From an optimization exercise on the open Yosys and OpenROAD flow, aimed at small area; shortcuts taken in it are not production practice.
The RTL was checked by simulation tests, not by an equivalence proof against the original design.

==> inputs of v9 <==
==> flow/design.v <==
module DIS (
    input CLK,
    input RSTBAR,
    input TOG,
    input [15:0] IN,
    output [1:0] ENBAR,
    output [6:0] SEG1,
    output [6:0] SEG2,
    output [6:0] SEG3
);
    reg p;
    reg neg_r;
    reg in15_r;
    reg [14:0] in_r;
    always @(posedge CLK, negedge RSTBAR)
        if (!RSTBAR) begin
            p <= 1'b0;
            neg_r <= 1'b1;
            in15_r <= 1'b0;
        end else begin
            p <= ~p;
            neg_r <= TOG & IN[15];
            in15_r <= IN[15];
        end
    always @(posedge CLK)
        in_r <= IN[14:0];
    assign ENBAR = {p, ~p};
    wire blank = neg_r & ~in15_r;
    wire [15:0] x = {in15_r, in_r};
    wire [15:0] mag = neg_r ? -x : x;
    function [3:0] dd;
        input [3:0] d;
        case (d)
            4'd0: dd = 4'b0000;
            4'd1: dd = 4'b0001;
            4'd2: dd = 4'b0010;
            4'd3: dd = 4'b0011;
            4'd4: dd = 4'b0100;
            4'd5: dd = 4'b1000;
            4'd6: dd = 4'b1001;
            4'd7: dd = 4'b1010;
            4'd8: dd = 4'b1011;
            4'd9: dd = 4'b1100;
            default: dd = 4'bxxxx;
        endcase
    endfunction
    function [19:0] bcd;
        input [15:0] b;
        integer i, j;
        reg [19:0] r;
        reg [3:0] t;
        reg cy;
        begin
            r = 0;
            for (i = 15; i >= 0; i = i - 1) begin
                cy = b[i];
                for (j = 0; j < 5; j = j + 1) begin
                    t = dd(r[4*j +: 4]);
                    r[4*j +: 4] = {t[2:0], cy};
                    cy = t[3];
                end
            end
            bcd = r;
        end
    endfunction
    wire [19:0] d = bcd(mag);
    wire nz1 = |d[19:4];
    wire nz2 = |d[19:8];
    wire nz3 = |d[19:12];
    wire nz4 = |d[19:16];
    wire [3:0] c0 = blank ? 4'd15 : d[3:0];
    wire [3:0] c1 = nz1 ? d[7:4]   : neg_r ? 4'd10 : 4'd15;
    wire [3:0] c2 = blank ? 4'd15 : nz2 ? d[11:8]  : (neg_r & nz1) ? 4'd10 : 4'd15;
    wire [3:0] c3 = nz3 ? d[15:12] : (neg_r & nz2) ? 4'd10 : 4'd15;
    wire [3:0] c4 = blank ? 4'd15 : nz4 ? d[19:16] : (neg_r & nz3) ? 4'd10 : 4'd15;
    wire [3:0] c5 = (neg_r & nz4) ? 4'd10 : 4'd15;
    function [6:0] seg;
        input [3:0] c;
        case (c)
            4'd0: seg = 7'b1000000;
            4'd1: seg = 7'b1111001;
            4'd2: seg = 7'b0100100;
            4'd3: seg = 7'b0110000;
            4'd4: seg = 7'b0011001;
            4'd5: seg = 7'b0010010;
            4'd6: seg = 7'b0000010;
            4'd7: seg = 7'b1111000;
            4'd8: seg = 7'b0000000;
            4'd9: seg = 7'b0010000;
            4'd10: seg = 7'b0111111;
            default: seg = 7'b1111111;
        endcase
    endfunction
    assign SEG1 = seg(p ? c1 : c0);
    assign SEG2 = seg(p ? c3 : c2);
    assign SEG3 = seg(p ? c5 : c4);
endmodule
==> flow/run.sh <==
#!/bin/bash
# synth_recipe.tcl (not shown) runs the flow's synth.tcl, then flattens the netlist and writes it again
# the make line also repeats each setting of config.mk as NAME=value (left out here)
make -C /OpenROAD-flow-scripts/flow DESIGN_CONFIG=/design/flow/config.mk WORK_HOME=/design/flow/orfs CLKGATE_MAP_FILE= SYNTH_SCRIPT=/design/flow/synth_recipe.tcl finish
==> flow/config.mk <==
export PLATFORM = sky130hd
export DESIGN_NAME = DIS
export DESIGN_NICKNAME = DIS
export VERILOG_FILES = /design/flow/design.v
export SDC_FILE = /design/flow/constraint.sdc
export NUM_CORES = 4
export LEC_CHECK = 0
export ABC_AREA = 1
export CAP_MARGIN = 20
export CORE_MARGIN = 2
export CORE_UTILIZATION = 40
export SLEW_MARGIN = 20
==> flow/constraint.sdc <==
create_clock -name core_clock -period 20.0 [get_ports {CLK}]
set_input_delay 4.0000 -clock core_clock [delete_from_list [all_inputs] [get_ports {CLK}]]
set_output_delay 4.0000 -clock core_clock [all_outputs]
set_load 0.01 [all_outputs]
==> inputs of v37, as changes to v9 <==
==> flow/design.v, changed modules only <==
module DIS (
    input CLK,  
    input RSTBAR,  
    input TOG,  
    input [15:0] IN,  
    output reg [1:0] ENBAR,  
    output reg [6:0] SEG1,  
    output reg [6:0] SEG2,
    output reg [6:0] SEG3
);
    wire [6:0] curSegs[5:0];  
    reg counter;
    wire [6:0] seglut[0:9];  
    assign seglut[0] = 7'b1000000;
    assign seglut[1] = 7'b1111001;
    assign seglut[2] = 7'b0100100;
    assign seglut[3] = 7'b0110000;
    assign seglut[4] = 7'b0011001;
    assign seglut[5] = 7'b0010010;
    assign seglut[6] = 7'b0000010;
    assign seglut[7] = 7'b1111000;
    assign seglut[8] = 7'b0000000;
    assign seglut[9] = 7'b0010000;
    wire [6:0] minus = 7'b0111111;
    wire [6:0] off = 7'b1111111;
    always @(posedge CLK, negedge RSTBAR) begin
        if (!RSTBAR) begin
            counter = 1'b0;
            ENBAR = 2'b01;
            SEG1 = 7'h7f;
            SEG2 = 7'h7f;
            SEG3 = 7'h7f;
        end
        else begin
            counter = ~counter;
            SEG1 = curSegs[counter];
            SEG2 = curSegs[counter+2];
            SEG3 = curSegs[counter+4];
            ENBAR = ENBAR << 1;
            if (ENBAR == 0)
                ENBAR = 1;
        end
    end
    wire [15:0] mag = TOG && IN[15] ? (~IN) + 1 : IN;
    wire [5:0] signPlace = mag < 10 ? 6'b000010 :
                          mag < 100 ? 6'b000100 :
                         mag < 1000 ? 6'b001000 :
                        mag < 10000 ? 6'b010000 :
                                      6'b100000 ;
    assign curSegs[0] = seglut[mag % 10];
    assign curSegs[1] = (mag/10) > 0 ? seglut[(mag/10) % 10] :
                 TOG && IN[15] && signPlace[1] ? minus : off;
    assign curSegs[2] = (mag/100) > 0 ? seglut[(mag/100) % 10] :
                 TOG && IN[15] && signPlace[2] ? minus : off;
    assign curSegs[3] = (mag/1000) > 0 ? seglut[(mag/1000) % 10] :
                 TOG && IN[15] && signPlace[3] ? minus : off;
    assign curSegs[4] = (mag/10000) > 0 ? seglut[(mag/10000) % 10] :
                 TOG && IN[15] && signPlace[4] ? minus : off;
    assign curSegs[5] = TOG && IN[15] && signPlace[5] ? minus : off;
endmodule
Settings changed: ABC_AREA 1 to unset.
==> out/summary.json <==
{
  "cells_and_area": {
    "multi_input_logic_portion_of_the_cell_area": 0.844,
    "layout.filler_cells": 3259
  },
  "outcome": {
    "status": "no timing/DRC/antenna violations"
  },
  "synthesis": {
    "synth.net_count": 2065
  },
  "timing": {
    "worst_slew_pin_slew_ns": 1.06
  },
  "detailed_routing": {
    "drt-wirelength-per-cell_um": 18.9
  },
  "placement": {
    "place_area_sq_um": 13500
  }
}
-- figures above: v37

==> out/summary.json <==
{
  "outcome": {
    "status": "no timing/DRC/antenna violations"
  },
  "detailed_routing": {
    "drt-wirelength-per-cell_um": 9.40
  },
  "placement": {
    "place_area_sq_um": 5210
  },
  "worst_setup_path": {
    "cp_data_arrival_time_ns": 6.83,
    "reg2reg_slack_ns": 19.08,
    "critical_path_class": "register to output port"
  },
  "clocking": {
    "tritoncts.num_buffers": 3
  },
  "timing": {
    "setup_slack_ns": 9.17,
    "worst_slew_pin_slew_ns": 0.665
  },
  "cells_and_area": {
    "multi_input_logic_portion_of_the_cell_area": 0.702
  },
  "synthesis": {
    "synth.net_count": 913
  }
}
-- figures above: v9

[static timing again, ports no longer ideal]
No port has a modelled driver above. Below, the same layouts with a new extraction and two added sets of constraints.
Step 1: set_driving_cell puts a clkbuf_16 on CLK and a buf_2 on each other input, an assumption about the parent block.
Step 2 adds t to the input delays and takes it off the output delays; t is the mean of the earliest and latest rising clock arrival at the registers after step 1. Input paths then give back, and output paths get back, about the clock's delay inside the block.
a / b / c = no drivers / after step 1 / after step 2; a / b = the first two.
run | t (ns) | setup slack, ns | clock arrival spread, ns
v9 | 0.268 | 9.166 / 9.139 / 9.406 | 0.003 / 0.003
v37 | 0.289 | 1.013 / 1.026 / 0.737 | 0.002 / 0.002
After both steps every run listed still meets setup and hold. The setup slack of v37, which loses most, moves by +0.013 ns with the drivers and by -0.276 ns with both steps.
